Context: an optimization exercise on an open-source flow, tuned for small area, a short achievable clock period and few clock cycles. The choices shown serve that exercise and are no tape-out recipe. Only simulation tests tie the RTL to the original design; equivalence was not proved. Power figures rest on the tool's default switching activity, not on a simulated workload.

[config.mk]
export PLATFORM = sky130hd
export DESIGN_NAME = finder
export DESIGN_NICKNAME = finder
export VERILOG_FILES = /design/flow/design.v
export SDC_FILE = /design/flow/constraint.sdc
export NUM_CORES = 4
export LEC_CHECK = 0
export CAP_MARGIN = 20
export CORE_MARGIN = 2
export CORE_UTILIZATION = 65
export CTS_BUF_LIST = sky130_fd_sc_hd__clkbuf_8
export CTS_CLUSTER_DIAMETER = 60
export CTS_CLUSTER_SIZE = 18
export SETUP_SLACK_MARGIN = 4.5
export SLEW_MARGIN = 20
[constraint.sdc]
create_clock -name core_clock -period 8.0 [get_ports {clk}]
set_input_delay 1.6000 -clock core_clock [delete_from_list [all_inputs] [get_ports {clk}]]
set_output_delay 1.6000 -clock core_clock [all_outputs]
set_load 0.01 [all_outputs]
[design.v]
module finder(clk,rst_n,wr,din,find,dfind,full,is,location);
	input clk;
	input rst_n;
	input wr;
	input [7:0] din;
	input find;
	input [7:0] dfind;
	output reg full;
	output reg is;
	output [5:0] location;
	reg [7:0] mem [0:62];
	reg [5:0] pointer;
	always @(posedge clk or negedge rst_n)
		if (!rst_n) begin
			pointer <= 6'd0;
			full <= 1'b0;
		end else if (wr) begin
			if (pointer != 6'd63) begin
				pointer <= pointer + 6'd1;
				full <= 1'b0;
			end else begin
				pointer <= 6'd0;
				full <= 1'b1;
			end
		end
	genvar i;
	generate
		for (i = 0; i < 63; i = i + 1) begin : g_mem
			always @(posedge clk)
				if (wr && pointer == i)
					mem[i] <= din;
		end
	endgenerate
	wire [63:0] m;
	wire [63:0] h;
	generate
		for (i = 0; i < 63; i = i + 1) begin : g_cmp
			assign m[i] = (mem[i] == dfind);
			assign h[i] = m[i] & (location <= i);
		end
	endgenerate
	assign m[63] = 1'b0;
	assign h[63] = 1'b0;
	function [6:0] first64(input [63:0] v);
		reg [5:0] idx;
		integer k;
		begin
			idx = 6'd0;
			for (k = 63; k >= 0; k = k - 1)
				if (v[k]) idx = k;
			first64 = {|v, idx};
		end
	endfunction
	wire [6:0] fh = first64(h);
	wire [6:0] fm = first64(m);
	reg [5:0] fh_r, fm_r;
	reg anyh_r;
	always @(posedge clk or negedge rst_n)
		if (!rst_n) begin
			is <= 1'b0;
			anyh_r <= 1'b0;
			fh_r <= 6'd0;
			fm_r <= 6'd0;
		end else if (find) begin
			is <= fm[6];
			anyh_r <= fh[6];
			fh_r <= fh[5:0];
			fm_r <= fm[5:0];
		end
	assign location = anyh_r ? fh_r : fm_r;
endmodule
[run.sh]
#!/bin/bash
# synth_recipe.tcl (not shown) runs the flow's synth.tcl, then flattens the netlist and writes it again
# the make line also repeats each setting of config.mk as NAME=value (left out here)
make -C /OpenROAD-flow-scripts/flow DESIGN_CONFIG=/design/flow/config.mk WORK_HOME=/design/flow/orfs CLKGATE_MAP_FILE= SYNTH_SCRIPT=/design/flow/synth_recipe.tcl finish
==> run notes, run 1 <==
RSZ-0062 raised after global routing: true
Endpoints failing setup: 0
Final hold vios: 0
Startpoint Class: input pin
Top FF cell, synth: edfxtp_1
TritonCTS Buffers: 39
Clk Latency, worst-skew pair: 0.67 ns
Rows: 72
Worst Setup SP: dfind[5]
Htree depth: 2
Register area share after synthesis: 0.621
Leakage power: 9.46 nW
Fmax: 0.279 GHz
Post-DP HPWL: 43900 um
Share of the synthesized area in the top cell type: 0.600
Hold Startpoint: full
FFs w/ async S/R, synth: 0.0400
Clk sinks: 525
Crit Path Class: input pin to flop
Crit path capture type: flop
Nets: 2005
Worst-path fanout max: 15
Post-Layout Cell Count: 2522
DP Cell Count: 2386
Cell Chain, Critical Path: buf_16 > buf_6 > xnor2_1 > nand4_1 > a311oi_2 > o22ai_1 > a22oi_1 > o21ai_0 > a211oi_2 > o211ai_2 > a22o_1
Via Count: 16600
Post-route DRC: 0
Biggest area consumer among synthesized cells: edfxtp_1
Gr ovfl total: 0
Clk_skew: 0.0443 ns
Register Area: 0.0157 mm2
Multi-input combinational cell area: 0.00957 mm2
Cells on worst reg2reg path: 11
Vias/cell: 6.58
Port bufs: 27
Syn_area_per_cell: 13.3 um2
Hold buffers post-CTS: 0
Vias in the first global route: 16200
Slew Viols, Final: 0
CP max stage cell: a311oi_2
Clock Path Buffers: 3
CP Buf/Inv Count: 2
Worst Tran Pin Value: 1.11 ns
Unique masters post-synth: 87
Layout Utilization: 0.736
Initial Util: 0.655
Initial antenna violation count: 0
First-pass GRT wire length: 106000 um
Clock-pin slew on the worst setup and hold paths: 0.11 ns
Yosys warns: 2
Pwr/cell area: 193 mW/mm2
Core area: 0.0385 mm2
VDD IR-drop max: 0.195 mV
GP Congestion: 1.00
1st-iter DRT viols: 2044
Arr. time, crit path: 4.14 ns
IO Pins: 28
Drt first pass iters: 9
Area grow syn2layout: 12.3%
Routed len/inst: 29.8 um
Headroom to the max-slew limit: 0.251
Critical Path Max Stage Delay: 0.57 ns
Diode count: 0
Fin Setup TNS: 0 ns
Period utilization: 0.449
Fillers: 2513
Cell depth of the worst setup path: 11
Critical Path RT: 8.55 ns
Design Area, Final: 0.0283 mm2
Post-Place Cell Area: 0.0258 mm2
Status: complete, no violations
Fin crit period: 3.59 ns
Worst R2R Start: anyh_r
Die H: 201 um
Post-synthesis net count: 1918
Antenna Nets Post-Route: 0
Clk root buf: clkbuf_8
Final WL: 75100 um
Die W: 201 um
PnR worst setup slack: 4.41 ns
Max Cap Viol: 0
Pre-CTS setup slack: 2.97 ns
Total power: 5.47 mW
Hold Path Class: flop to flop
#FFs+latches synth: 525
Delay-heaviest family, CP: compound AO/OA/AOI/OAI gates
Hold slack: 0.533 ns
GRT Util Overall: 0.363
CTS tree: yes
Gate Count Post-Synth: 1894
WHS Path Cells: 1
Share of cells above drive strength 1: 0.167
Synthesized cell area: 0.0252 mm2
Number of enable flip-flop cells after synthesis: 504
Top cells by area, synth: edfxtp_1, xor2_1, xnor2_1, nor2_1, dfrtp_1
Die Footprint: 0.0404 mm2
Largest net degree at the start of global routing: 64
-- cells in the mapped netlist (4+ instances only) --
cell type / n
or2_2: 4
nand3_1: 26
o2bb2ai_1: 8
xor2_1: 304
nor3_1: 18
nand3b_1: 8
nor4_1: 82
ha_1: 4
buf_6: 34
a22oi_1: 5
nand2_1: 96
and2_1: 10
o21a_1: 11
inv_1: 13
dfrtp_1: 21
a21oi_1: 64
o22ai_1: 11
buf_4: 23
buf_2: 9
nand4_1: 59
nor2b_1: 11
nand2b_1: 5
nor2_1: 144
o21ai_0: 50
o211ai_1: 12
a22o_1: 7
edfxtp_1: 504
o21ai_1: 4
a211oi_1: 13
xnor2_1: 202
o31ai_1: 9
a21o_1: 13
clkbuf_1: 19
-- layout make-up --
class,instances,area share
Clock buffer,42,0.0204
Clock inverter,22,0.00570
Inverter,16,0.00252
Multi-Input combinational cell,1267,0.338
Sequential cell,525,0.553
Tap cell,518,0.0229
Timing Repair Buffer,132,0.0570
-- timing repair --
action | CTS | global route
pin swaps | 11 | 19
setup buffers | 17 | 43
setup endpoints to repair | 284 | 97
resized for setup | 142 | 73
cloned | 7 | 5
endpoints found under the hold margin | 0 | 0
-- registers in the layout, indices dropped and copies added (netlist names) --
signal   flops
full         1
fh_r         6
anyh_r       1
is           1
mem        504
fm_r         6
pointer      6
-- where the power goes --
group | leakage (nW) | switching, mW | internal, mW | total [mW]
sequential | 4.81 | 0.0743 | 3.10 | 3.18
clock | 0.406 | 0.904 | 0.511 | 1.41
combinational | 4.25 | 0.582 | 0.289 | 0.872
total | 9.46 | 1.56 | 3.90 | 5.47
-- final timing paths --
check	end	slack [ns]
worst max-delay path	fh_r[0]	4.41
worst min-delay path	full	0.53
worst max register to register	fh_r[0]	4.56
worst min register to register	full	0.53
max in group asynchronous	anyh_r	6.30
min in group asynchronous	fm_r[2]	1.35
-- logic make-up (layout without fill, tap and decap cells) --
kind of cell | Yosys count | after routing | share of synthesized area
buffers and inverters | 102 | 212 | 0.0292
adder cells (fa/ha/maj) | 4 | 4 | 0.00198
AND/OR/NAND/NOR | 493 | 493 | 0.0995
multiplexers | 4 | 4 | 0.00198
XOR/XNOR | 506 | 506 | 0.176
flip-flops | 525 | 525 | 0.621
AO/OA/AOI/OAI | 260 | 260 | 0.0704
-- worst register-to-register path, cell delays in order (launching register included) --
cell and delay [ns]:
dfrtp_2 0.41, buf_12 0.16, buf_4 0.13, or3b_1 0.38, o21ai_0 0.88, o211ai_1 0.24
a21oi_1 0.31, a211oi_2 0.09, nor4b_4 0.30, a211oi_2 0.14, o211ai_2 0.23, a22o_1 0.15
-- layer usage --
metal  global-route usage  up-vias  share of wire
met5                    0        -              0
met4                0.156        0          0.051
met3               0.0698      218           0.10
met2                0.583     1009           0.47
met1                0.489     8260           0.38
li1                     -     7108              -
-- layout by cell type, fill, tap and decap left out, types with 6 or more instances in the layout --
cell,synthesis,layout
a211oi_1,13,7
a211oi_2,0,6
a21o_1,13,12
a21oi_1,64,56
a21oi_2,0,7
a22o_1,7,7
and2_1,10,10
buf_16,0,12
buf_2,9,8
buf_4,23,75
bufbuf_16,0,7
clkbuf_8,0,42
dfrtp_1,21,18
edfxtp_1,504,504
inv_1,13,23
nand2_1,96,86
nand2_2,2,12
nand3_1,26,25
nand3b_1,8,8
nand4_1,59,59
nor2_1,144,112
nor2_2,0,29
nor2b_1,11,10
nor3_1,18,10
nor3_2,0,8
nor4_1,82,50
nor4_2,1,25
nor4_4,0,8
o211ai_1,12,12
o21a_1,11,10
o21ai_0,50,40
o21ai_1,4,11
o22ai_1,11,9
o2bb2ai_1,8,7
o31ai_1,9,7
xnor2_1,202,201
xor2_1,304,301
Testbench counts, summed over its fixed seeds: cycles 2,400.
==> run 2: changes to the inputs <==
--- a/config.mk
+++ b/config.mk
@@ -5,9 +5,10 @@
 export SDC_FILE = /design/flow/constraint.sdc
 export NUM_CORES = 4
 export LEC_CHECK = 0
+export ABC_CLOCK_PERIOD_IN_PS = 1500
 export CAP_MARGIN = 20
 export CORE_MARGIN = 2
-export CORE_UTILIZATION = 65
+export CORE_UTILIZATION = 40
 export CTS_BUF_LIST = sky130_fd_sc_hd__clkbuf_8
 export CTS_CLUSTER_DIAMETER = 60
 export CTS_CLUSTER_SIZE = 18
==> run notes, run 2 <==
Status: complete, no violations (unchanged)
Clk Latency, worst-skew pair: 0.68 ns (was 0.67 ns)
Post-route DRC: 0 (unchanged)
First-pass GRT wire length: 108000 um (was 106000 um)
Clock power frac: 0.287 (was 0.259)
Post-DP HPWL: 45600 um (was 43900 um)
Clk root buf: clkbuf_8 (unchanged)
GRT Util Overall: 0.234 (was 0.363)
Antenna Nets Post-Route: 0 (unchanged)
Syn_area_per_cell: 13.3 um2 (unchanged)
Fmax: 0.286 GHz (was 0.279 GHz)
Port bufs: 27 (unchanged)
Via Count: 16100 (was 16600)
Fin Setup TNS: 0 ns (unchanged)
Switch share: 0.285 (about the same)
Leakage power: 9.47 nW (was 9.46 nW)
Area grow syn2layout: 14.3% (was 12.3%)
Gr ovfl total: 0 (unchanged)
Fillers: 5563 (was 2513)
Rows: 92 (was 72)
Largest register by flop count: mem (unchanged)
CTS tree: yes (unchanged)
Max Cap Viol: 0 (unchanged)
Critical Path RT: 6.40 ns (was 8.55 ns)
Unique masters post-synth: 87 (unchanged)
Top cell types by occurrence after synthesis: edfxtp_1, xor2_1, xnor2_1 (unchanged)
Routed len/inst: 27.5 um (was 29.8 um)
Top FF cell, synth: edfxtp_1 (unchanged)
NetSw: 1.61 mW (was 1.56 mW)
FFs w/ async S/R, synth: 0.0400 (unchanged)
DP Cell Count: 2715 (was 2386)
Pint: 4.04 mW (was 3.90 mW)
IO Pins: 28 (unchanged)
Initial antenna violation count: 0 (unchanged)
Headroom to the max-slew limit: 0.327 (was 0.251)
Hold Path Class: flop to flop (unchanged)
VDD IR-drop max: 0.149 mV (was 0.195 mV)
Crit path capture type: primary output (was flop)
Post-Layout Cell Count: 2837 (was 2522)
GP Congestion: 0.942 (was 1.00)
RSZ-0062 raised after global routing: true (unchanged)
Seq pwr share: 0.563 (was 0.582)
Endpoints failing setup: 0 (unchanged)
Clk_skew: 0.0688 ns (was 0.0443 ns)
Vias in the first global route: 15200 (was 16200)
Clk sinks: 525 (unchanged)
TritonCTS Buffers: 43 (was 39)
Final WL: 77900 um (was 75100 um)
Vias/cell: 5.69 (was 6.58)
1st-iter DRT viols: 1946 (was 2044)
Biggest area consumer among synthesized cells: edfxtp_1 (unchanged)
Largest net degree at the start of global routing: 64 (unchanged)
Post-synthesis net count: 1918 (unchanged)
#FFs+latches synth: 525 (unchanged)
Synthesized cell area: 0.0252 mm2 (unchanged)
Slew Viols, Final: 0 (unchanged)
Die H: 255 um (was 201 um)
Die W: 255 um (was 201 um)
Startpoint Class: flop (was input pin)
Most common cell after layout, fill and taps aside: edfxtp_1 (unchanged)
Final hold vios: 0 (unchanged)
Core area: 0.0627 mm2 (was 0.0385 mm2)
Logic pwr share: 0.150 (was 0.159)
Clock Path Buffers: 3 (unchanged)
Number of enable flip-flop cells after synthesis: 504 (unchanged)
Yosys warns: 2 (unchanged)
Share of cells above drive strength 1: 0.157 (was 0.167)
Gate Count Post-Synth: 1894 (unchanged)
Share of the synthesized area in the top cell type: 0.600 (unchanged)
Register area share after synthesis: 0.621 (unchanged)
Crit Path Class: flop to primary output (was input pin to flop)
Drt first pass iters: 6 (was 9)
Pwr/cell area: 196 mW/mm2 (was 193 mW/mm2)
Max FFs per register: 504 (unchanged)
Period utilization: 0.438 (was 0.449)
Most frequent cells in the layout: edfxtp_1, xor2_1, xnor2_1 (unchanged)
Worst Tran Pin Value: 1.00 ns (was 1.11 ns)
Clock-pin slew on the worst setup and hold paths: 0.10 ns (was 0.11 ns)
Top cells by area, synth: edfxtp_1, xor2_1, xnor2_1, nor2_1, dfrtp_1 (unchanged)
Nets: 1985 (was 2005)
Hold buffers post-CTS: 0 (unchanged)
Initial Util: 0.402 (was 0.655)
Most common cell in the netlist: edfxtp_1 (unchanged)
Htree depth: 2 (unchanged)
Fin crit period: 3.50 ns (was 3.59 ns)
Die Footprint: 0.0651 mm2 (was 0.0404 mm2)
Arr. time, crit path: 1.90 ns (was 4.14 ns)
Worst-path fanout max: 18 (was 15)
run 2: cell counts after synthesis:
Identical to the previous run, type by type.
run 2: repair_timing:
| action | 4_1_cts | 5_1_grt |
|---|---|---|
| cloned | 12 | 6 |
| pin swaps | 6 | 14 |
| gates resized for setup | 133 | 82 |
| endpoints found under the setup margin | 22 | 55 |
| setup buffers | 13 | 16 |
run 2: power by group through the flow:
stage | clock network (mW) | logic, mW | registers (mW)
detailed placement | 0 | 0.705 | 3.23
floorplan | 0 | 0.487 | 3.20
CTS | 1.64 | 0.799 | 3.17
global route | 1.73 | 0.894 | 3.19
finish | 1.62 | 0.847 | 3.18
global placement | 0 | 0.699 | 3.23
run 2: layout make-up:
| type | count | area (um2) | share of cell area |
|---|---|---|---|
| Timing Repair Buffer | 108 | 1610 | 0.0558 |
| Clock inverter | 27 | 274 | 0.00951 |
| Inverter | 16 | 87.6 | 0.00304 |
| Clock buffer | 46 | 633 | 0.0220 |
| Multi-Input combinational cell | 1267 | 9500 | 0.329 |
| Sequential cell | 525 | 15700 | 0.543 |
| Antenna cell | 2 | 5.00 | 0.000174 |
| Tap cell | 846 | 1060 | 0.0367 |
run 2: logic make-up after synthesis:
| family | share of synthesized area |
|---|---|
| buf+inv | 0.0292 |
| flops | 0.621 |
| simple gates | 0.0995 |
| compound gates | 0.0704 |
| fa+ha+maj | 0.00198 |
| mux | 0.00198 |
| xor+xnor | 0.176 |
run 2: final timing paths:
| check | startpoint | endpoint | slack, ns | depth (start not counted) |
|---|---|---|---|---|
| max reg2reg | anyh_r | fh_r[0] | 4.64 | 12 |
| min reg2reg | full | full | 0.52 | 1 |
| min | full | full | 0.52 | 1 |
| max in group asynchronous | rst_n | anyh_r | 6.36 | 2 |
| max | anyh_r | location[5] | 4.50 | 5 |
| min in group asynchronous | rst_n | pointer[0] | 1.28 | 2 |
run 2: worst max-delay path: stages (launching register included):
cell,delay [ns]
dfrtp_2,0.43
buf_12,0.15
o21a_2,0.24
buf_12,0.15
clkinv_8,0.10
clkbuf_2,0.15
run 2: through the flow:
step | cell area (um2) | utilization | total power, mW | hold WS, ns | setup slack [ns]
finish | 28800 | 0.460 | 5.64 | 0.521 | 4.50
global route | 28800 | 0.459 | 5.81 | 0.545 | 4.45
CTS | 28100 | 0.449 | 5.61 | 0.529 | 4.26
detailed placement | 26200 | 0.418 | 3.94 | 0.500 | 2.81
global placement | 26200 | 0.418 | 3.93 | 0.502 | 2.72
floorplan | 25500 | - | 3.68 | 0.512 | 4.37
run 2: per-layer routing:
layer  vias up  wire, um  share of wire  global-route usage
met4         0      2380          0.030              0.0782
met2       721     35900           0.46               0.370
met5         -         0              0                   0
li1       7099         -              -                   -
met3       124      5790          0.074              0.0350
met1      8203     33900           0.43               0.332
==> run 3: changes to the inputs <==
--- a/config.mk
+++ b/config.mk
@@ -5,7 +5,7 @@
 export SDC_FILE = /design/flow/constraint.sdc
 export NUM_CORES = 4
 export LEC_CHECK = 0
-export ABC_CLOCK_PERIOD_IN_PS = 1500
+export ABC_CLOCK_PERIOD_IN_PS = 2500
 export CAP_MARGIN = 20
 export CORE_MARGIN = 2
 export CORE_UTILIZATION = 40
==> run notes, run 3 <==
Hold buffers post-CTS: 0 (unchanged)
Post-Layout Cell Count: 2837 (unchanged)
Period utilization: 0.438 (unchanged)
Routed len/inst: 27.5 um (unchanged)
IO Pins: 28 (unchanged)
Yosys warns: 2 (unchanged)
Unique masters post-synth: 87 (unchanged)
Htree depth: 2 (unchanged)
GRT Util Overall: 0.234 (unchanged)
Seq pwr share: 0.563 (about the same)
Cell Chain, Critical Path: buf_12 > o21a_2 > buf_12 > clkinv_8 > clkbuf_2 (unchanged)
Logic pwr share: 0.150 (about the same)
Clk root buf: clkbuf_8 (unchanged)
Max Cap Viol: 0 (unchanged)
VDD IR-drop max: 0.149 mV (unchanged)
Grt peak-use layer: met2 (unchanged)
Endpoints failing setup: 0 (unchanged)
Nets: 1985 (unchanged)
NetSw: 1.61 mW (unchanged)
CTS tree: yes (unchanged)
Crit path capture type: primary output (unchanged)
DP Cell Count: 2715 (unchanged)
Clock power frac: 0.287 (about the same)
Post-route DRC: 0 (unchanged)
GP Congestion: 0.942 (unchanged)
Layout Utilization: 0.460 (unchanged)
Register area share after synthesis: 0.621 (unchanged)
Worst-path fanout max: 18 (unchanged)
Synthesized cell area: 0.0252 mm2 (unchanged)
Largest register by flop count: mem (unchanged)
Vias in the first global route: 15200 (unchanged)
R2R setup slack: 4.64 ns (about the same)
Startpoint Class: flop (unchanged)
Largest net degree at the start of global routing: 64 (unchanged)
1st-iter DRT viols: 1946 (unchanged)
Fin Setup TNS: 0 ns (unchanged)
Worst Tran Pin Value: 1.00 ns (unchanged)
Core area: 0.0627 mm2 (unchanged)
Initial Util: 0.402 (unchanged)
Status: complete, no violations (unchanged)
Final hold vios: 0 (unchanged)
Via Count: 16100 (unchanged)
Hold Startpoint: full (unchanged)
Crit Path Class: flop to primary output (unchanged)
Clk_skew: 0.0688 ns (unchanged)
CP max stage cell: dfrtp_2 (unchanged)
Switch share: 0.285 (unchanged)
Clock-pin slew on the worst setup and hold paths: 0.10 ns (about the same)
Critical Path Max Stage Delay: 0.43 ns (about the same)
#FFs+latches synth: 525 (unchanged)
Clk Latency, worst-skew pair: 0.68 ns (about the same)
RSZ-0062 raised after global routing: true (unchanged)
Number of enable flip-flop cells after synthesis: 504 (unchanged)
Met1 Track Usage GR: 0.332 (unchanged)
Gr ovfl total: 0 (unchanged)
Share of cells above drive strength 1: 0.157 (unchanged)
Top cells by area, synth: edfxtp_1, xor2_1, xnor2_1, nor2_1, dfrtp_1 (unchanged)
Die W: 255 um (unchanged)
Antenna Nets Post-Route: 0 (unchanged)
Leakage power: 9.47 nW (unchanged)
Clk sinks: 525 (unchanged)
WHS Path Cells: 1 (unchanged)
Biggest area consumer among synthesized cells: edfxtp_1 (unchanged)
Critical Path RT: 6.40 ns (about the same)
Most common cell after layout, fill and taps aside: edfxtp_1 (unchanged)
PnR worst setup slack: 4.50 ns (unchanged)
Port bufs: 27 (unchanged)
Hold Path Class: flop to flop (unchanged)
Pint: 4.04 mW (unchanged)
Vias/cell: 5.69 (unchanged)
Multi-input combinational cell area: 0.00950 mm2 (unchanged)
Top cell types by occurrence after synthesis: edfxtp_1, xor2_1, xnor2_1 (unchanged)
Area grow syn2layout: 14.3% (unchanged)
Slew Viols, Final: 0 (unchanged)
Cells on worst reg2reg path: 12 (unchanged)
Worst Hold End: full (unchanged)
Design Area, Final: 0.0288 mm2 (unchanged)
Post-Place Cell Area: 0.0262 mm2 (unchanged)
Clock Path Buffers: 3 (unchanged)
Gate Count Post-Synth: 1894 (unchanged)
Met3 usage in global routing: 0.0350 (unchanged)
Post-synthesis net count: 1918 (unchanged)
First-pass GRT wire length: 108000 um (unchanged)
Top FF cell, synth: edfxtp_1 (unchanged)
Post-DP HPWL: 45600 um (unchanged)
CP most frequent cell: buf_12 (unchanged)
Drt first pass iters: 6 (unchanged)
Register Area: 0.0157 mm2 (unchanged)
Most common cell in the netlist: edfxtp_1 (unchanged)
Max FFs per register: 504 (unchanged)
Pre-CTS setup slack: 2.81 ns (unchanged)
Initial antenna violation count: 0 (unchanged)
Pwr/cell area: 196 mW/mm2 (unchanged)
Most frequent cells in the layout: edfxtp_1, xor2_1, xnor2_1 (unchanged)
Fin crit period: 3.50 ns (unchanged)
Share of the synthesized area in the top cell type: 0.600 (unchanged)
Final WL: 77900 um (unchanged)
Global Route met2 Usage: 0.370 (unchanged)
Rows: 92 (unchanged)
FFs w/ async S/R, synth: 0.0400 (unchanged)
R2r endpoint: fh_r[0] (unchanged)
Syn_area_per_cell: 13.3 um2 (unchanged)
Worst R2R Start: anyh_r (unchanged)
Hold slack: 0.521 ns (unchanged)
Die H: 255 um (unchanged)
Die Footprint: 0.0651 mm2 (unchanged)
Fmax: 0.286 GHz (unchanged)
Fillers: 5563 (unchanged)
Total power: 5.64 mW (unchanged)
CP Buf/Inv Count: 4 (unchanged)
TritonCTS Buffers: 43 (unchanged)
Headroom to the max-slew limit: 0.327 (unchanged)
Arr. time, crit path: 1.90 ns (about the same)
Delay-heaviest family, CP: buffers and inverters (unchanged)
## run 3: cell counts after synthesis
No cell type changed its count.
## run 3: final cells by class
class / count / share of cell area
tap: 846 / 0.0367
multi-input combinational: 1267 / 0.329
timing repair buffer: 108 / 0.0558
clock inverter: 27 / 0.00951
antenna: 2 / 0.000174
inverter: 16 / 0.00304
clock buffer: 46 / 0.0220
sequential: 525 / 0.543
## run 3: worst max-delay path by stage
stage                         from          end  slack, ns  cells past startpoint
after floorplan           dfind[4]      fh_r[0]       4.37                     11
after global placement    dfind[2]      fm_r[0]       2.72                     10
after detailed placement  dfind[4]      fm_r[0]       2.81                     10
after CTS                   anyh_r  location[5]       4.26                      6
after global routing      dfind[3]      fh_r[2]       4.45                     13
final                       anyh_r  location[5]       4.50                      5
## run 3: repair_timing
item	CTS	global route
endpoints found under the setup margin	22	55
cloned	12	6
pin swaps	6	14
buffers inserted	13	16
resized for setup	133	82
## run 3: metal layers
| metal | vias to the layer above | share of wire |
|---|---|---|
| met1 | 8203 | 0.43 |
| met3 | 124 | 0.074 |
| li1 | 7099 | - |
| met4 | 0 | 0.030 |
| met5 | - | 0 |
| met2 | 721 | 0.46 |
## run 3: cells by family (layout without fill, tap and decap cells)
| logic type | Yosys count | count (layout) | synth area share |
|---|---|---|---|
| fa+ha+maj | 4 | 4 | 0.00198 |
| buf+inv | 102 | 197 | 0.0292 |
| other cells | 0 | 2 | 0 |
| xor+xnor | 506 | 506 | 0.176 |
| compound gates | 260 | 260 | 0.0704 |
| mux | 4 | 4 | 0.00198 |
| simple gates | 493 | 493 | 0.0995 |
| flops | 525 | 525 | 0.621 |
## run 3: power by group through the flow
stage | sequential (mW) | clock [mW] | combinational [mW]
floorplan | 3.20 | 0 | 0.487
global placement | 3.23 | 0 | 0.699
detailed placement | 3.23 | 0 | 0.705
CTS | 3.17 | 1.64 | 0.799
global route | 3.19 | 1.73 | 0.894
finish | 3.18 | 1.62 | 0.847
==> run 4: changes to the inputs <==
--- a/config.mk
+++ b/config.mk
@@ -5,7 +5,7 @@
 export SDC_FILE = /design/flow/constraint.sdc
 export NUM_CORES = 4
 export LEC_CHECK = 0
-export ABC_CLOCK_PERIOD_IN_PS = 2500
+export ABC_AREA = 1
 export CAP_MARGIN = 20
 export CORE_MARGIN = 2
 export CORE_UTILIZATION = 40
==> run notes, run 4 <==
Period utilization: 0.666 (was 0.438)
Cells on worst reg2reg path: 59 (was 12)
Worst-path fanout max: 7 (was 18)
Most common cell after layout, fill and taps aside: nand2_1 (was edfxtp_1)
Top FF cell, synth: edfxtp_1 (unchanged)
Slew Viols, Final: 0 (unchanged)
Top cells by area, synth: edfxtp_1, nand2_1, or2_2, nor2_1, xnor2_1 (was edfxtp_1, xor2_1, xnor2_1, nor2_1, dfrtp_1)
Routed len/inst: 22.4 um (was 27.5 um)
Clk Latency, worst-skew pair: 0.70 ns (was 0.68 ns)
Most common cell in the netlist: nand2_1 (was edfxtp_1)
Clk sinks: 525 (unchanged)
Initial antenna violation count: 3 (was 0)
CTS tree: yes (unchanged)
Critical Path RT: 8.50 ns (was 6.40 ns)
Post-DP HPWL: 46600 um (was 45600 um)
Die Footprint: 0.0675 mm2 (was 0.0651 mm2)
Leakage power: 11.2 nW (was 9.47 nW)
Post-route DRC: 0 (unchanged)
RSZ-0062 raised after global routing: true (unchanged)
Via Count: 19000 (was 16100)
CP Buf/Inv Count: 13 (was 4)
Vias in the first global route: 18200 (was 15200)
Status: complete, no violations (unchanged)
Vias/cell: 5.32 (was 5.69)
R2R setup slack: 3.21 ns (was 4.64 ns)
Synthesized cell area: 0.0262 mm2 (was 0.0252 mm2)
Worst Tran Pin Value: 1.01 ns (was 1.00 ns)
R2r endpoint: fh_r[0] (unchanged)
Final WL: 79900 um (was 77900 um)
Nets: 2699 (was 1985)
Top cell types by occurrence after synthesis: nand2_1, edfxtp_1, nor2_1 (was edfxtp_1, xor2_1, xnor2_1)
GP Congestion: 0.996 (was 0.942)
IO Pins: 28 (unchanged)
Rows: 93 (was 92)
Die H: 260 um (was 255 um)
Gate Count Post-Synth: 2574 (was 1894)
Biggest area consumer among synthesized cells: edfxtp_1 (unchanged)
Layout Utilization: 0.468 (was 0.460)
VDD IR-drop max: 0.0979 mV (was 0.149 mV)
TritonCTS Buffers: 43 (unchanged)
Crit Path Class: input pin to flop (was flop to primary output)
Fillers: 5874 (was 5563)
Hold Path Class: flop to flop (unchanged)
Fmax: 0.188 GHz (was 0.286 GHz)
Worst Hold End: fh_r[0] (was full)
FFs w/ async S/R, synth: 0.0400 (unchanged)
Arr. time, crit path: 5.83 ns (was 1.90 ns)
Area grow syn2layout: 15.5% (was 14.3%)
Clock-pin slew on the worst setup and hold paths: 0.09 ns (was 0.10 ns)
Fin crit period: 5.32 ns (was 3.50 ns)
CP max stage cell: nor2_4 (was dfrtp_2)
Drt first pass iters: 6 (unchanged)
Final hold vios: 0 (unchanged)
Clock Path Buffers: 3 (unchanged)
Fin Setup TNS: 0 ns (unchanged)
Critical Path Max Stage Delay: 0.17 ns (was 0.43 ns)
Core area: 0.0646 mm2 (was 0.0627 mm2)
Number of enable flip-flop cells after synthesis: 504 (unchanged)
Gr ovfl total: 0 (unchanged)
Register area share after synthesis: 0.598 (was 0.621)
CP most frequent cell: nand2_1 (was buf_12)
Post-synthesis net count: 2598 (was 1918)
Headroom to the max-slew limit: 0.324 (was 0.327)
Max FFs per register: 504 (unchanged)
Die W: 260 um (was 255 um)
WHS Path Cells: 2 (was 1)
Register Area: 0.0157 mm2 (about the same)
First-pass GRT wire length: 118000 um (was 108000 um)
Syn_area_per_cell: 10.2 um2 (was 13.3 um2)
Port bufs: 27 (unchanged)
Hold Startpoint: fh_r[0] (was full)
Share of cells above drive strength 1: 0.233 (was 0.157)
Max Cap Viol: 0 (unchanged)
Hold buffers post-CTS: 0 (unchanged)
Clk_skew: 0.0648 ns (was 0.0688 ns)
Endpoints failing setup: 0 (unchanged)
#FFs+latches synth: 525 (unchanged)
Antenna Nets Post-Route: 0 (unchanged)
Crit path capture type: flop (was primary output)
Cell depth of the worst setup path: 49 (was 5)
Clk root buf: clkbuf_8 (unchanged)
Yosys warns: 2 (unchanged)
Htree depth: 2 (unchanged)
Largest net degree at the start of global routing: 64 (unchanged)
1st-iter DRT viols: 1652 (was 1946)
Delay-heaviest family, CP: simple AND/OR/NAND/NOR gates (was buffers and inverters)
Largest register by flop count: mem (unchanged)
Share of the synthesized area in the top cell type: 0.578 (was 0.600)
Most frequent cells in the layout: nand2_1, edfxtp_1, nor2_1 (was edfxtp_1, xor2_1, xnor2_1)
Startpoint Class: input pin (was flop)
Multi-input combinational cell area: 0.0101 mm2 (was 0.00950 mm2)
Pwr/cell area: 195 mW/mm2 (was 196 mW/mm2)
Initial Util: 0.405 (was 0.402)
Worst R2R Start: anyh_r (unchanged)
GRT Util Overall: 0.238 (was 0.234)
Unique masters post-synth: 48 (was 87)
run 4: cell type report:
type | count | area share
multi-input combinational | 1775 | 0.333
clock buffer | 43 | 0.0196
timing repair buffer | 149 | 0.0563
tap | 855 | 0.0354
clock inverter | 32 | 0.0111
sequential | 525 | 0.518
timing repair inverter | 5 | 0.00141
antenna | 1 | 0.0000827
inverter | 176 | 0.0256
run 4: power by group:
group	switching [mW]	leakage (nW)	internal, mW	total, mW
clock	0.995	0.460	0.672	1.67
combinational	0.729	5.98	0.322	1.05
sequential	0.0521	4.80	3.12	3.18
total	1.78	11.2	4.12	5.89
run 4: cells by family after synthesis:
group | count (synthesis) | share of synthesized area
buffers and inverters | 274 | 0.0440
XOR/XNOR | 162 | 0.0542
adder cells (fa/ha/maj) | 4 | 0.00191
AO/OA/AOI/OAI | 123 | 0.0310
AND/OR/NAND/NOR | 1486 | 0.271
flip-flops | 525 | 0.598
run 4: worst max path at each step:
stage / to / slack [ns] / from
floorplan: fh_r[0] / 2.97 / dfind[4]
global route: fh_r[0] / 2.04 / dfind[2]
global placement: fh_r[0] / 1.15 / dfind[3]
CTS: fm_r[0] / 2.92 / dfind[0]
detailed placement: fh_r[0] / 1.26 / dfind[3]
finish: fm_r[1] / 2.68 / dfind[0]
run 4: per-layer routing:
layer,GRT usage,share of wire
met1,0.340,0.45
met2,0.378,0.45
met3,0.0393,0.072
met4,0.0610,0.028
met5,0,0
run 4: timing repair:
action                                  CTS  global route
cloned                                   11             0
pin swaps                                59            51
buffers inserted                         66            11
endpoints found under the setup margin  154            52
gates resized for setup                 244            67
run 4: worst min-delay path: stages, from the launching register on:
cell and delay [ns]:
dfrtp_1 0.36, nand2_1 0.06, nand2_1 0.05
run 4: through the flow:
stage	instance area, um2	power [mW]	hold WS [ns]	cells	setup slack, ns
final	30200	5.89	0.493	3561	2.68
after global routing	30200	6.10	0.533	3561	2.04
after CTS	29900	5.88	0.490	3549	2.92
after detailed placement	27400	4.11	0.466	3397	1.26
after global placement	27400	4.10	0.470	3397	1.15
after floorplan	26700	3.78	0.449	2574	2.97
==> run 5: changes to the inputs <==
--- a/config.mk
+++ b/config.mk
@@ -5,7 +5,6 @@
 export SDC_FILE = /design/flow/constraint.sdc
 export NUM_CORES = 4
 export LEC_CHECK = 0
-export ABC_AREA = 1
 export CAP_MARGIN = 20
 export CORE_MARGIN = 2
 export CORE_UTILIZATION = 40
==> run notes, run 5 <==
Port bufs: 27 (unchanged)
Core area: 0.0627 mm2 (was 0.0646 mm2)
Most common cell after layout, fill and taps aside: edfxtp_1 (was nand2_1)
Syn_area_per_cell: 13.3 um2 (was 10.2 um2)
Critical Path RT: 6.40 ns (was 8.50 ns)
Initial Util: 0.402 (was 0.405)
Max FFs per register: 504 (unchanged)
Most frequent cells in the layout: edfxtp_1, xor2_1, xnor2_1 (was nand2_1, edfxtp_1, nor2_1)
Worst Tran Pin Value: 1.00 ns (was 1.01 ns)
First-pass GRT wire length: 108000 um (was 118000 um)
Arr. time, crit path: 1.90 ns (was 5.83 ns)
Switch share: 0.285 (was 0.301)
Largest register by flop count: mem (unchanged)
Critical Path Max Stage Delay: 0.43 ns (was 0.17 ns)
Worst-path fanout max: 18 (was 7)
Most common cell in the netlist: edfxtp_1 (was nand2_1)
Crit path capture type: primary output (was flop)
Fmax: 0.286 GHz (was 0.188 GHz)
Status: complete, no violations (unchanged)
Initial antenna violation count: 0 (was 3)
Clock Path Buffers: 3 (unchanged)
Share of the synthesized area in the top cell type: 0.600 (was 0.578)
Post-route DRC: 0 (unchanged)
Largest net degree at the start of global routing: 64 (unchanged)
Drt first pass iters: 6 (unchanged)
Delay-heaviest family, CP: buffers and inverters (was simple AND/OR/NAND/NOR gates)
Fin Setup TNS: 0 ns (unchanged)
Seq pwr share: 0.563 (was 0.539)
Post-DP HPWL: 45600 um (was 46600 um)
VDD IR-drop max: 0.149 mV (was 0.0979 mV)
TritonCTS Buffers: 43 (unchanged)
Post-synthesis net count: 1918 (was 2598)
Final WL: 77900 um (was 79900 um)
Number of enable flip-flop cells after synthesis: 504 (unchanged)
Gate Count Post-Synth: 1894 (was 2574)
Period utilization: 0.438 (was 0.666)
Endpoints failing setup: 0 (unchanged)
RSZ-0062 raised after global routing: true (unchanged)
Antenna Nets Post-Route: 0 (unchanged)
CTS tree: yes (unchanged)
Pwr/cell area: 196 mW/mm2 (was 195 mW/mm2)
Multi-input combinational cell area: 0.00950 mm2 (was 0.0101 mm2)
Pint: 4.04 mW (was 4.12 mW)
Routed len/inst: 27.5 um (was 22.4 um)
NetSw: 1.61 mW (was 1.78 mW)
Layout Utilization: 0.460 (was 0.468)
FFs w/ async S/R, synth: 0.0400 (unchanged)
Startpoint Class: flop (was input pin)
Top FF cell, synth: edfxtp_1 (unchanged)
Register Area: 0.0157 mm2 (about the same)
Clk root buf: clkbuf_8 (unchanged)
Yosys warns: 2 (unchanged)
CP most frequent cell: buf_12 (was nand2_1)
Fin crit period: 3.50 ns (was 5.32 ns)
Max Cap Viol: 0 (unchanged)
Unique masters post-synth: 87 (was 48)
GRT Util Overall: 0.234 (was 0.238)
Top cell types by occurrence after synthesis: edfxtp_1, xor2_1, xnor2_1 (was nand2_1, edfxtp_1, nor2_1)
Register area share after synthesis: 0.621 (was 0.598)
Area grow syn2layout: 14.3% (was 15.5%)
Via Count: 16100 (was 19000)
Slew Viols, Final: 0 (unchanged)
#FFs+latches synth: 525 (unchanged)
IO Pins: 28 (unchanged)
Crit Path Class: flop to primary output (was input pin to flop)
Leakage power: 9.47 nW (was 11.2 nW)
Die Footprint: 0.0651 mm2 (was 0.0675 mm2)
Die W: 255 um (was 260 um)
Cell Chain, Critical Path: buf_12 > o21a_2 > buf_12 > clkinv_8 > clkbuf_2
Headroom to the max-slew limit: 0.327 (was 0.324)
CP max stage cell: dfrtp_2 (was nor2_4)
Nets: 1985 (was 2699)
Die H: 255 um (was 260 um)
Hold Path Class: flop to flop (unchanged)
Clk Latency, worst-skew pair: 0.68 ns (was 0.70 ns)
GP Congestion: 0.942 (was 0.996)
CP Buf/Inv Count: 4 (was 13)
Gr ovfl total: 0 (unchanged)
Vias/cell: 5.69 (was 5.32)
Synthesized cell area: 0.0252 mm2 (was 0.0262 mm2)
Fillers: 5563 (was 5874)
Clk_skew: 0.0688 ns (was 0.0648 ns)
Rows: 92 (was 93)
Top cells by area, synth: edfxtp_1, xor2_1, xnor2_1, nor2_1, dfrtp_1 (was edfxtp_1, nand2_1, or2_2, nor2_1, xnor2_1)
Vias in the first global route: 15200 (was 18200)
Logic pwr share: 0.150 (was 0.178)
Biggest area consumer among synthesized cells: edfxtp_1 (unchanged)
Clock power frac: 0.287 (was 0.283)
Clk sinks: 525 (unchanged)
Final hold vios: 0 (unchanged)
Share of cells above drive strength 1: 0.157 (was 0.233)
Htree depth: 2 (unchanged)
Clock-pin slew on the worst setup and hold paths: 0.10 ns (was 0.09 ns)
1st-iter DRT viols: 1946 (was 1652)
run 5: changes by cell type after synthesis, moves of 35 or more:
cell     previous run  this run
xor2_1             72       304
xnor2_1            90       202
nor2_1            288       144
nand4_1           108        59
a21oi_1            24        64
inv_1             166        13
nor3b_1            37         1
nor4_1             25        82
nand2_1           641        96
or2_2             257         4
and3b_1            37         2
run 5: final timing paths:
check                      startpoint     endpoint  slack [ns]  depth (start not counted)
setup / recovery               anyh_r  location[5]        4.50                          5
hold / removal                   full         full        0.52                          1
setup reg to reg               anyh_r      fh_r[0]        4.64                         12
hold reg to reg                  full         full        0.52                          1
max in group asynchronous       rst_n       anyh_r        6.36                          2
min in group asynchronous       rst_n   pointer[0]        1.28                          2
run 5: through the flow:
step                std cells  hold slack, ns  area (um2)  power [mW]  setup WS [ns]
floorplan                1894           0.512       25500        3.68           4.37
global placement         2715           0.502       26200        3.93           2.72
detailed placement       2715           0.500       26200        3.94           2.81
CTS                      2813           0.529       28100        5.61           4.26
global route             2835           0.545       28800        5.81           4.45
finish                   2837           0.521       28800        5.64           4.50
run 5: layout make-up:
| type | count | share of cell area |
|---|---|---|
| Sequential cell | 525 | 0.543 |
| Multi-Input combinational cell | 1267 | 0.329 |
| Timing Repair Buffer | 108 | 0.0558 |
| Tap cell | 846 | 0.0367 |
| Clock buffer | 46 | 0.0220 |
| Clock inverter | 27 | 0.00951 |
| Inverter | 16 | 0.00304 |
| Antenna cell | 2 | 0.000174 |
run 5: repair_timing:
action,CTS,global route
buffers inserted,13,16
pin swaps,6,14
hold buffers,0,0
gates resized for setup,133,82
cloned,12,6
endpoints found under the setup margin,22,55
endpoints found under the hold margin,0,0
run 5: kinds of logic (layout without fill, tap and decap cells):
family / count (synthesis) / in the layout / synth area share
muxes: 4 / 4 / 0.00198
DFF: 525 / 525 / 0.621
xor gates and xnor gates: 506 / 506 / 0.176
AOI/OAI and AO/OA: 260 / 260 / 0.0704
other: 0 / 2 / 0
and+or+nand+nor: 493 / 493 / 0.0995
buffers and inverters: 102 / 197 / 0.0292
adders and majority gates: 4 / 4 / 0.00198
run 5: layer usage:
metal | up-vias | wire [um] | global-route usage
met5 | - | 0 | 0
li1 | 7099 | - | -
met3 | 124 | 5790 | 0.0350
met1 | 8203 | 33900 | 0.332
met2 | 721 | 35900 | 0.370
met4 | 0 | 2380 | 0.0782
run 5: worst register-to-register path, cell delays in order (launching register included):
cell	delay, ns
dfrtp_2	0.43
buf_4	0.15
buf_4	0.14
bufbuf_16	0.29
nor3_1	0.41
a21oi_4	0.18
o21ai_0	0.46
a22oi_1	0.18
a211oi_1	0.33
nor4b_2	0.09
a211oi_2	0.27
o211ai_2	0.12
a22o_1	0.20
run 5: power by group through the flow:
stage | Clock [mW] | Combinational (mW) | Sequential, mW
2_1_floorplan | 0 | 0.487 | 3.20
3_3_place_gp | 0 | 0.699 | 3.23
3_5_place_dp | 0 | 0.705 | 3.23
4_1_cts | 1.64 | 0.799 | 3.17
5_1_grt | 1.73 | 0.894 | 3.19
6_report | 1.62 | 0.847 | 3.18
==> run 6: changes to the inputs <==
--- a/config.mk
+++ b/config.mk
@@ -11,5 +11,6 @@
 export CTS_BUF_LIST = sky130_fd_sc_hd__clkbuf_8
 export CTS_CLUSTER_DIAMETER = 60
 export CTS_CLUSTER_SIZE = 18
+export PLACE_DENSITY = 0.75
 export SETUP_SLACK_MARGIN = 4.5
 export SLEW_MARGIN = 20
==> run notes, run 6 <==
CP Buf/Inv Count: 1 (was 4)
Worst Tran Pin Value: 1.07 ns (was 1.00 ns)
Final hold vios: 0 (unchanged)
Worst-path fanout max: 15 (was 18)
Initial antenna violation count: 0 (unchanged)
Gate Count Post-Synth: 1894 (unchanged)
Headroom to the max-slew limit: 0.280 (was 0.327)
1st-iter DRT viols: 2245 (was 1946)
Arr. time, crit path: 3.86 ns (was 1.90 ns)
IO Pins: 28 (unchanged)
Fmax: 0.280 GHz (was 0.286 GHz)
Post-DP HPWL: 44700 um (was 45600 um)
Pwr/cell area: 187 mW/mm2 (was 196 mW/mm2)
Endpoints failing setup: 0 (unchanged)
Drt first pass iters: 8 (was 6)
Slew Viols, Final: 0 (unchanged)
Clk root buf: clkbuf_8 (unchanged)
Hold Path Class: flop to flop (unchanged)
Leakage power: 9.58 nW (was 9.47 nW)
Post-synthesis net count: 1918 (unchanged)
Status: complete, no violations (unchanged)
Via Count: 16700 (was 16100)
Yosys warns: 2 (unchanged)
Gr ovfl total: 0 (unchanged)
Antenna Nets Post-Route: 0 (unchanged)
Core area: 0.0627 mm2 (unchanged)
Startpoint Class: input pin (was flop)
VDD IR-drop max: 0.150 mV (was 0.149 mV)
CP max stage cell: clkdlybuf4s50_1 (was dfrtp_2)
First-pass GRT wire length: 108000 um (about the same)
Vias/cell: 5.87 (was 5.69)
CTS tree: yes (unchanged)
Crit Path Class: input pin to flop (was flop to primary output)
Largest register by flop count: mem (unchanged)
Diode count: 0 (was 2)
Synthesized cell area: 0.0252 mm2 (unchanged)
Die W: 255 um (unchanged)
Port bufs: 27 (unchanged)
Max FFs per register: 504 (unchanged)
Final WL: 77000 um (was 77900 um)
Share of the synthesized area in the top cell type: 0.600 (unchanged)
Vias in the first global route: 16000 (was 15200)
GRT Util Overall: 0.228 (was 0.234)
Initial Util: 0.402 (unchanged)
Unique masters post-synth: 87 (unchanged)
Biggest area consumer among synthesized cells: edfxtp_1 (unchanged)
Post-route DRC: 0 (unchanged)
Hold buffers post-CTS: 0 (unchanged)
Most frequent cells in the layout: edfxtp_1, xor2_1, xnor2_1 (unchanged)
Cell Chain, Critical Path: clkdlybuf4s50_1 > nand3_2 > nor2_1 (was buf_12 > o21a_2 > buf_12 > clkinv_8 > clkbuf_2)
Most common cell after layout, fill and taps aside: edfxtp_1 (unchanged)
Die H: 255 um (unchanged)
Crit path capture type: flop (was primary output)
Top cell types by occurrence after synthesis: edfxtp_1, xor2_1, xnor2_1 (unchanged)
Nets: 2016 (was 1985)
Most common cell in the netlist: edfxtp_1 (unchanged)
Number of enable flip-flop cells after synthesis: 504 (unchanged)
Delay-heaviest family, CP: simple AND/OR/NAND/NOR gates (was buffers and inverters)
Largest net degree at the start of global routing: 64 (unchanged)
Syn_area_per_cell: 13.3 um2 (unchanged)
Routed len/inst: 27.0 um (was 27.5 um)
#FFs+latches synth: 525 (unchanged)
Clock Path Buffers: 3 (unchanged)
Max Cap Viol: 0 (unchanged)
FFs w/ async S/R, synth: 0.0400 (unchanged)
Area grow syn2layout: 15.3% (was 14.3%)
Top cells by area, synth: edfxtp_1, xor2_1, xnor2_1, nor2_1, dfrtp_1 (unchanged)
RSZ-0062 raised after global routing: true (unchanged)
Clk sinks: 525 (unchanged)
Register area share after synthesis: 0.621 (unchanged)
Period utilization: 0.447 (was 0.438)
Die Footprint: 0.0651 mm2 (unchanged)
Total power: 5.44 mW (was 5.64 mW)
Htree depth: 2 (unchanged)
Critical Path Max Stage Delay: 0.80 ns (was 0.43 ns)
GP Congestion: 0.980 (was 0.942)
Top FF cell, synth: edfxtp_1 (unchanged)
Fin crit period: 3.57 ns (was 3.50 ns)
Fin Setup TNS: 0 ns (unchanged)
TritonCTS Buffers: 39 (was 43)
Share of cells above drive strength 1: 0.181 (was 0.157)
Rows: 92 (unchanged)
Clk_skew: 0.0547 ns (was 0.0688 ns)
Critical Path RT: 8.28 ns (was 6.40 ns)
Clock-pin slew on the worst setup and hold paths: 0.10 ns (about the same)
Clk Latency, worst-skew pair: 0.67 ns (was 0.68 ns)
-- run 6: logic make-up after synthesis --
logic type,Yosys count,share of synthesized area
flops,525,0.621
compound gates,260,0.0704
simple gates,493,0.0995
buf+inv,102,0.0292
fa+ha+maj,4,0.00198
mux,4,0.00198
xor+xnor,506,0.176
-- run 6: stage by stage --
stage | utilization | setup slack (ns) | cell area [um2] | std cells | hold slack (ns)
after global routing | 0.463 | 4.36 | 29100 | 2851 | 0.591
after global placement | 0.418 | 2.66 | 26200 | 2709 | 0.520
after CTS | 0.453 | 4.25 | 28400 | 2823 | 0.554
after detailed placement | 0.418 | 2.63 | 26200 | 2709 | 0.535
final | 0.463 | 4.43 | 29100 | 2851 | 0.544
after floorplan | - | 4.37 | 25500 | 1894 | 0.512
-- run 6: worst paths after layout --
check                        from          to  slack, ns  cells past startpoint
setup / recovery               wr  mem[55][4]       4.43                      3
max in group asynchronous   rst_n      anyh_r       6.32                      2
min in group asynchronous   rst_n     fm_r[1]       1.35                      2
setup reg to reg           anyh_r     fh_r[1]       4.73                     11
hold / removal                 is          is       0.54                      2
hold reg to reg                is          is       0.54                      2
-- run 6: layout make-up --
cell class	count	area, um2
clock inverter	15	141
fill	5371	33700
multi-input combinational	1267	9660
tap	846	1060
timing repair buffer	143	1920
inverter	16	92.6
clock buffer	39	537
sequential	525	15700
-- run 6: report_power, final --
group	switching [mW]	total [mW]	leakage, nW	internal [mW]
Combinational	0.568	0.876	4.43	0.308
Clock	0.911	1.39	0.350	0.481
Sequential	0.0707	3.18	4.81	3.10
-- run 6: tightest hold or removal path, delay by kind of cell, from the launching register on --
kind	cells	cell delay, ns
AO/OA/AOI/OAI	1	0.11
AND/OR/NAND/NOR	1	0.04
flip-flops	1	0.35
-- run 6: per-layer routing --
metal / global-route usage / share of wire
met1: 0.315 / 0.39
met2: 0.355 / 0.46
met3: 0.0425 / 0.11
met4: 0.0897 / 0.040
met5: 0 / 0
-- run 6: what timing repair did --
action | 4_1_cts | 5_1_grt
endpoints found under the hold margin | 0 | 0
setup endpoints to repair | 148 | 178
cloned | 15 | 4
resized for setup | 169 | 91
pin swaps | 24 | 28
setup buffers | 45 | 24
==> run 7: changes to the inputs <==
--- a/config.mk
+++ b/config.mk
@@ -11,6 +11,5 @@
 export CTS_BUF_LIST = sky130_fd_sc_hd__clkbuf_8
 export CTS_CLUSTER_DIAMETER = 60
 export CTS_CLUSTER_SIZE = 18
-export PLACE_DENSITY = 0.75
-export SETUP_SLACK_MARGIN = 4.5
+export SETUP_SLACK_MARGIN = 4.7
 export SLEW_MARGIN = 20
==> run notes, run 7 <==
Status: complete, no violations (unchanged)
Via Count: 16600 (was 16700)
Gate Count Post-Synth: 1894 (unchanged)
DP Cell Count: 2710 (was 2709)
Synth Area in Compound Gates: 0.0704 (unchanged)
Share of cells above drive strength 1: 0.240 (was 0.181)
First-pass GRT wire length: 115000 um (was 108000 um)
Cells on worst reg2reg path: 10 (was 11)
Most common cell after layout, fill and taps aside: edfxtp_1 (unchanged)
Delay-heaviest family, CP: buffers and inverters (was simple AND/OR/NAND/NOR gates)
Worst-path fanout max: 18 (was 15)
Die W: 255 um (unchanged)
RSZ-0062 raised after global routing: true (unchanged)
Top cell types by occurrence after synthesis: edfxtp_1, xor2_1, xnor2_1 (unchanged)
CTS tree: yes (unchanged)
Clock Path Buffers: 3 (unchanged)
Top cells by area, synth: edfxtp_1, xor2_1, xnor2_1, nor2_1, dfrtp_1 (unchanged)
Layout Utilization: 0.484 (was 0.463)
Clk_skew: 0.0515 ns (was 0.0547 ns)
FFs w/ async S/R, synth: 0.0400 (unchanged)
Top FF cell, synth: edfxtp_1 (unchanged)
Total power: 5.74 mW (was 5.44 mW)
Vias/cell: 5.69 (was 5.87)
Initial antenna violation count: 1 (was 0)
Port bufs: 27 (unchanged)
Htree depth: 2 (unchanged)
Vias in the first global route: 16100 (was 16000)
Syn_area_per_cell: 13.3 um2 (unchanged)
Clk Latency, worst-skew pair: 0.68 ns (was 0.67 ns)
GP Congestion: 0.978 (was 0.980)
Area grow syn2layout: 20.5% (was 15.3%)
Post-synthesis net count: 1918 (unchanged)
Post-Layout Cell Count: 2917 (was 2851)
1st-iter DRT viols: 2083 (was 2245)
Leakage power: 10.1 nW (was 9.58 nW)
Largest register by flop count: mem (unchanged)
Worst R2R Start: anyh_r (unchanged)
Nets: 2064 (was 2016)
CP most frequent cell: buf_12
Post-synthesis xor/xnor area fraction: 0.176 (unchanged)
Crit path capture type: primary output (was flop)
Critical Path Max Stage Delay: 0.43 ns (was 0.80 ns)
Crit path to: location[5] (was mem[55][4])
Post-Place Cell Area: 0.0262 mm2 (about the same)
Gr ovfl total: 0 (unchanged)
CP max stage cell: dfrtp_2 (was clkdlybuf4s50_1)
Biggest area consumer among synthesized cells: edfxtp_1 (unchanged)
Routed len/inst: 27.4 um (was 27.0 um)
Fmax: 0.286 GHz (was 0.280 GHz)
Clk sinks: 525 (unchanged)
Slew Viols, Final: 0 (unchanged)
Worst Setup SP: anyh_r (was wr)
CP Buf/Inv Count: 4 (was 1)
Final WL: 80100 um (was 77000 um)
Design Area, Final: 0.0304 mm2 (was 0.0291 mm2)
Cell Chain, Critical Path: buf_12 > nand2_1 > o21a_4 > buf_12 > inv_16 > buf_4 (was clkdlybuf4s50_1 > nand3_2 > nor2_1)
VDD IR-drop max: 0.131 mV (was 0.150 mV)
Largest family of logic cells by synthesized area: XOR/XNOR gates (unchanged)
Pwr/cell area: 189 mW/mm2 (was 187 mW/mm2)
Share of the synthesized area in the top cell type: 0.600 (unchanged)
Core area: 0.0627 mm2 (unchanged)
Largest net degree at the start of global routing: 64 (unchanged)
Startpoint Class: flop (was input pin)
Initial Util: 0.402 (unchanged)
Period utilization: 0.437 (was 0.447)
Final hold vios: 0 (unchanged)
Number of enable flip-flop cells after synthesis: 504 (unchanged)
Post-DP HPWL: 46300 um (was 44700 um)
Fin Setup TNS: 0 ns (unchanged)
Post-route DRC: 0 (unchanged)
Synthesized cell area: 0.0252 mm2 (unchanged)
Cell depth of the worst setup path: 6 (was 3)
WHS Path Cells: 2 (unchanged)
Most common cell in the netlist: edfxtp_1 (unchanged)
R2r endpoint: fh_r[1] (unchanged)
Max Cap Viol: 0 (unchanged)
Arr. time, crit path: 1.90 ns (was 3.86 ns)
Crit Path Class: flop to primary output (was input pin to flop)
Clock-pin slew on the worst setup and hold paths: 0.09 ns (was 0.10 ns)
Endpoints failing setup: 0 (unchanged)
Most frequent cells in the layout: edfxtp_1, xor2_1, xnor2_1 (unchanged)
Synth Area in Adders: 0.00198 (unchanged)
Fin crit period: 3.50 ns (was 3.57 ns)
Drt first pass iters: 8 (unchanged)
Worst Tran Pin Value: 0.990 ns (was 1.07 ns)
#FFs+latches synth: 525 (unchanged)
Mux cell area share after synthesis: 0.00198 (unchanged)
Max FFs per register: 504 (unchanged)
Critical Path RT: 6.40 ns (was 8.28 ns)
Headroom to the max-slew limit: 0.340 (was 0.280)
Rows: 92 (unchanged)
GRT Util Overall: 0.248 (was 0.228)
Die H: 255 um (unchanged)
Antenna Nets Post-Route: 0 (unchanged)
Clk root buf: clkbuf_8 (unchanged)
Yosys warns: 2 (unchanged)
Register area share after synthesis: 0.621 (unchanged)
TritonCTS Buffers: 43 (was 39)
Die Footprint: 0.0651 mm2 (unchanged)
Hold Path Class: flop to flop (unchanged)
Unique masters post-synth: 87 (unchanged)
IO Pins: 28 (unchanged)
R2R setup slack: 4.62 ns (was 4.73 ns)
Simple-Gate Fraction of Synth Area: 0.0995 (unchanged)
## run 7: metrics by stage
| step | hold slack [ns] | setup slack, ns |
|---|---|---|
| final | 0.542 | 4.50 |
| after global routing | 0.576 | 4.45 |
| after CTS | 0.547 | 4.21 |
| after detailed placement | 0.529 | 2.83 |
| after global placement | 0.517 | 2.81 |
| after floorplan | 0.512 | 4.37 |
## run 7: cells by family (layout without fill, tap and decap cells)
| kind of cell | count (synthesis) | count (layout) |
|---|---|---|
| AOI/OAI and AO/OA | 260 | 260 |
| other | 0 | 1 |
| and+or+nand+nor | 493 | 493 |
| DFF | 525 | 525 |
| muxes | 4 | 4 |
| buffers and inverters | 102 | 278 |
| xor gates and xnor gates | 506 | 506 |
| adders and majority gates | 4 | 4 |
## run 7: repair_timing
| action | in CTS | in global routing |
|---|---|---|
| setup buffers | 91 | 19 |
| setup endpoints to repair | 504 | 269 |
| hold buffers | 0 | 0 |
| cloned | 20 | 1 |
| endpoints found under the hold margin | 0 | 0 |
| pin swaps | 60 | 38 |
| gates resized for setup | 305 | 90 |
## run 7: where the power goes
| group | switching [mW] | leakage, nW | internal [mW] |
|---|---|---|---|
| Combinational | 0.601 | 4.83 | 0.344 |
| Clock | 0.996 | 0.468 | 0.625 |
| Sequential | 0.0700 | 4.81 | 3.10 |
## run 7: worst min-delay path by stage
| stage | start | end | slack, ns |
|---|---|---|---|
| after CTS | is | is | 0.55 |
| after global routing | is | is | 0.58 |
| final | is | is | 0.54 |
| after global placement | is | is | 0.52 |
| after detailed placement | is | is | 0.53 |
| after floorplan | fh_r[5] | fh_r[5] | 0.51 |
## run 7: routing by layer
metal / share of wire / track usage
met5: 0 / 0
met4: 0.029 / 0.0745
met3: 0.072 / 0.0374
met2: 0.46 / 0.390
met1: 0.44 / 0.355
## run 7: area by class of cell
class | count | area [um2]
fillers | 5415 | 32400
flip-flops and latches | 525 | 15700
multi-input cells | 1267 | 10100
repair buffers | 187 | 2520
well taps | 846 | 1060
clock buffers | 44 | 606
clock inverters | 31 | 298
inverters | 16 | 82.6
diodes | 1 | 2.50
## run 7: worst reg2reg max path, cell delays in order (launching register included)
cell and delay, ns:
dfrtp_2 0.43, buf_4 0.15, buf_4 0.13, bufbuf_16 0.29
o21ai_1 0.64, o21ai_0 0.39, o2bb2ai_2 0.25, o311a_1 0.42
nor4b_2 0.26, o31ai_2 0.14, a21oi_1 0.19
==> run 8: changes to the inputs <==
--- a/config.mk
+++ b/config.mk
@@ -11,5 +11,6 @@
 export CTS_BUF_LIST = sky130_fd_sc_hd__clkbuf_8
 export CTS_CLUSTER_DIAMETER = 60
 export CTS_CLUSTER_SIZE = 18
-export SETUP_SLACK_MARGIN = 4.7
+export SETUP_SLACK_MARGIN = 4.5
 export SLEW_MARGIN = 20
+export TNS_END_PERCENT = 10
==> run notes, run 8 <==
Status: complete, no violations (unchanged)
Die Footprint: 0.0651 mm2 (unchanged)
Cell Chain, Critical Path: buf_16 > bufbuf_16 > xor2_1 > nor4_1 > nand2_1 > nor3b_2 > nand2_1 > or4_1 > o32ai_1 (was buf_12 > nand2_1 > o21a_4 > buf_12 > inv_16 > buf_4)
Post-route DRC: 0 (unchanged)
Fin Setup TNS: 0 ns (unchanged)
Delay-heaviest family, CP: simple AND/OR/NAND/NOR gates (was buffers and inverters)
WHS Path Cells: 1 (was 2)
First-pass GRT wire length: 114000 um (was 115000 um)
Most frequent cells in the layout: edfxtp_1, xor2_1, xnor2_1 (unchanged)
Synthesized cell area: 0.0252 mm2 (unchanged)
DP Cell Count: 2707 (was 2710)
Cells on worst reg2reg path: 11 (was 10)
#FFs+latches synth: 525 (unchanged)
Hold Path Class: flop to flop (unchanged)
VDD IR-drop max: 0.143 mV (was 0.131 mV)
Slew Viols, Final: 0 (unchanged)
Pre-CTS setup slack: 2.64 ns (was 2.83 ns)
RSZ-0062 raised after global routing: true (unchanged)
Post-DP HPWL: 45700 um (was 46300 um)
Clk Latency, worst-skew pair: 0.67 ns (was 0.68 ns)
Clock-pin slew on the worst setup and hold paths: 0.10 ns (was 0.09 ns)
Nets: 1972 (was 2064)
Rows: 92 (unchanged)
Post-Layout Cell Count: 2823 (was 2917)
Clk sinks: 525 (unchanged)
Startpoint Class: input pin (was flop)
Area grow syn2layout: 12.9% (was 20.5%)
Hold slack: 0.559 ns (was 0.542 ns)
Syn_area_per_cell: 13.3 um2 (unchanged)
IO Pins: 28 (unchanged)
Final hold vios: 0 (unchanged)
Number of enable flip-flop cells after synthesis: 504 (unchanged)
Core area: 0.0627 mm2 (unchanged)
Worst-path fanout max: 18 (unchanged)
Clock Path Buffers: 3 (unchanged)
Fin crit period: 3.68 ns (was 3.50 ns)
1st-iter DRT viols: 1932 (was 2083)
Die W: 255 um (unchanged)
Headroom to the max-slew limit: 0.306 (was 0.340)
GRT Util Overall: 0.246 (was 0.248)
Leakage power: 9.36 nW (was 10.1 nW)
Post-synthesis net count: 1918 (unchanged)
Cell depth of the worst setup path: 9 (was 6)
FFs w/ async S/R, synth: 0.0400 (unchanged)
Via Count: 16300 (was 16600)
CP Buf/Inv Count: 2 (was 4)
Antenna Nets Post-Route: 0 (unchanged)
Pwr/cell area: 201 mW/mm2 (was 189 mW/mm2)
Gate Count Post-Synth: 1894 (unchanged)
CTS tree: yes (unchanged)
Initial Util: 0.402 (unchanged)
CP most frequent cell: nand2_1 (was buf_12)
Drt first pass iters: 6 (was 8)
Routed len/inst: 28.2 um (was 27.4 um)
Port bufs: 27 (unchanged)
Critical Path Max Stage Delay: 0.69 ns (was 0.43 ns)
TritonCTS Buffers: 45 (was 43)
Max FFs per register: 504 (unchanged)
Share of the synthesized area in the top cell type: 0.600 (unchanged)
Yosys warns: 2 (unchanged)
Period utilization: 0.460 (was 0.437)
Worst Tran Pin Value: 1.04 ns (was 0.990 ns)
Critical Path RT: 8.54 ns (was 6.40 ns)
Vias in the first global route: 15700 (was 16100)
Fmax: 0.272 GHz (was 0.286 GHz)
Arr. time, crit path: 4.22 ns (was 1.90 ns)
PnR worst setup slack: 4.32 ns (was 4.50 ns)
Final WL: 79700 um (was 80100 um)
GP Congestion: 0.980 (was 0.978)
Most common cell after layout, fill and taps aside: edfxtp_1 (unchanged)
Top cells by area, synth: edfxtp_1, xor2_1, xnor2_1, nor2_1, dfrtp_1 (unchanged)
Top cell types by occurrence after synthesis: edfxtp_1, xor2_1, xnor2_1 (unchanged)
Endpoints failing setup: 0 (unchanged)
Vias/cell: 5.78 (was 5.69)
Top FF cell, synth: edfxtp_1 (unchanged)
R2R setup slack: 4.55 ns (was 4.62 ns)
Clk root buf: clkbuf_8 (unchanged)
Die H: 255 um (unchanged)
CP max stage cell: or4_1 (was dfrtp_2)
Initial antenna violation count: 1 (unchanged)
Biggest area consumer among synthesized cells: edfxtp_1 (unchanged)
Most common cell in the netlist: edfxtp_1 (unchanged)
Largest register by flop count: mem (unchanged)
Max Cap Viol: 0 (unchanged)
Register area share after synthesis: 0.621 (unchanged)
Gr ovfl total: 0 (unchanged)
Unique masters post-synth: 87 (unchanged)
Hold buffers post-CTS: 0 (unchanged)
Layout Utilization: 0.454 (was 0.484)
Crit Path Class: input pin to flop (was flop to primary output)
Share of cells above drive strength 1: 0.129 (was 0.240)
Htree depth: 2 (unchanged)
Clk_skew: 0.0340 ns (was 0.0515 ns)
Largest net degree at the start of global routing: 64 (unchanged)
Crit path capture type: flop (was primary output)
-- run 8: cell counts after synthesis --
No cell type changed its count.
-- run 8: where the power goes --
group / internal [mW] / leakage, nW / switching [mW]
combinational: 0.287 / 4.06 / 0.551
sequential: 3.10 / 4.81 / 0.0715
clock: 0.684 / 0.498 / 1.02
total: 4.08 / 9.36 / 1.64
-- run 8: cell families (layout without fill, tap and decap cells) --
group	Yosys count	count (layout)	share of synthesized area
flops	525	525	0.621
xor+xnor	506	506	0.176
simple gates	493	493	0.0995
compound gates	260	260	0.0704
buf+inv	102	184	0.0292
fa+ha+maj	4	4	0.00198
mux	4	4	0.00198
other cells	0	1	0
-- run 8: worst register-to-register path, stage by stage, from the launching register on --
cell and delay, ns:
dfrtp_2 0.44, buf_4 0.14, bufbuf_16 0.27, a21oi_1 0.63, buf_4 0.31, a311oi_1 0.14
nand3b_1 0.25, and3b_1 0.22, o311a_1 0.38, nor4b_2 0.28, o31ai_2 0.14, a21oi_1 0.19
-- run 8: worst paths after layout --
kind                               start       to
worst min register to register      full     full
worst max register to register    anyh_r  fh_r[1]
worst min-delay path                full     full
min in group asynchronous          rst_n  fm_r[3]
worst max-delay path            dfind[1]  fm_r[5]
max in group asynchronous          rst_n   anyh_r
-- run 8: timing repair --
action                                  CTS  global route
endpoints found under the setup margin  156           114
pin swaps                                 8             1
setup buffers                            21             1
gates resized for setup                 139             7
gates cloned                             17             1
-- run 8: layout make-up --
class                           instances  area [um2]
Tap cell                              846        1060
Fill cell                            5609       34300
Clock inverter                         29         340
Antenna cell                            1        2.50
Clock buffer                           46         633
Timing Repair Buffer                   93        1480
Sequential cell                       525       15700
Multi-Input combinational cell       1267        9200
Inverter                               16        78.8
-- run 8: metrics by stage --
stage	cell area, um2	power, mW
3_5_place_dp	26100	3.95
6_report	28500	5.72
2_1_floorplan	25300	3.67
3_3_place_gp	26100	3.94
5_1_grt	28500	5.89
4_1_cts	28400	5.73
-- run 8: routing by layer --
| metal | global-route usage | wire (um) | vias to the layer above |
|---|---|---|---|
| li1 | - | - | 7073 |
| met1 | 0.346 | 34700 | 8431 |
| met2 | 0.399 | 37400 | 697 |
| met3 | 0.0331 | 5450 | 108 |
| met4 | 0.0713 | 2070 | 0 |
| met5 | 0 | 0 | - |

==> static timing again, ports no longer ideal <==
The flow's constraints put no driver on any port. The routed layouts listed below were extracted and timed again, unchanged, in two steps. Step 1: set_driving_cell puts a clkbuf_16 on clk and a buf_2 on each other input, an assumption about the parent block. Step 2 also shifts input and output timing later by t, the mid clock arrival at the registers, as if the neighbouring blocks saw the same clock. Slacks: ideal ports / drivers / drivers and shift; pairs: ideal ports / drivers.
run | shift t [ns] | setup slack, ns | clock arrival spread, ns
run 1 | 0.701 | 4.410 / 4.259 / 3.559 | 0.045 / 0.045
run 2 | 0.707 | 4.498 / 4.392 / 3.685 | 0.076 / 0.077
run 3 | 0.707 | 4.498 / 4.392 / 3.685 | 0.076 / 0.077
run 4 | 0.719 | 2.675 / 2.674 / 1.955 | 0.066 / 0.066
run 5 | 0.707 | 4.498 / 4.392 / 3.685 | 0.076 / 0.077
run 6 | 0.699 | 4.427 / 4.260 / 3.561 | 0.056 / 0.056
run 7 | 0.713 | 4.502 / 4.392 / 3.680 | 0.051 / 0.051
run 8 | 0.716 | 4.319 / 4.188 / 3.472 | 0.046 / 0.046
After both steps every run listed still meets setup and hold. For run 6, which loses most, drivers alone change the setup slack by -0.167 ns; drivers and shift together by -0.866 ns.
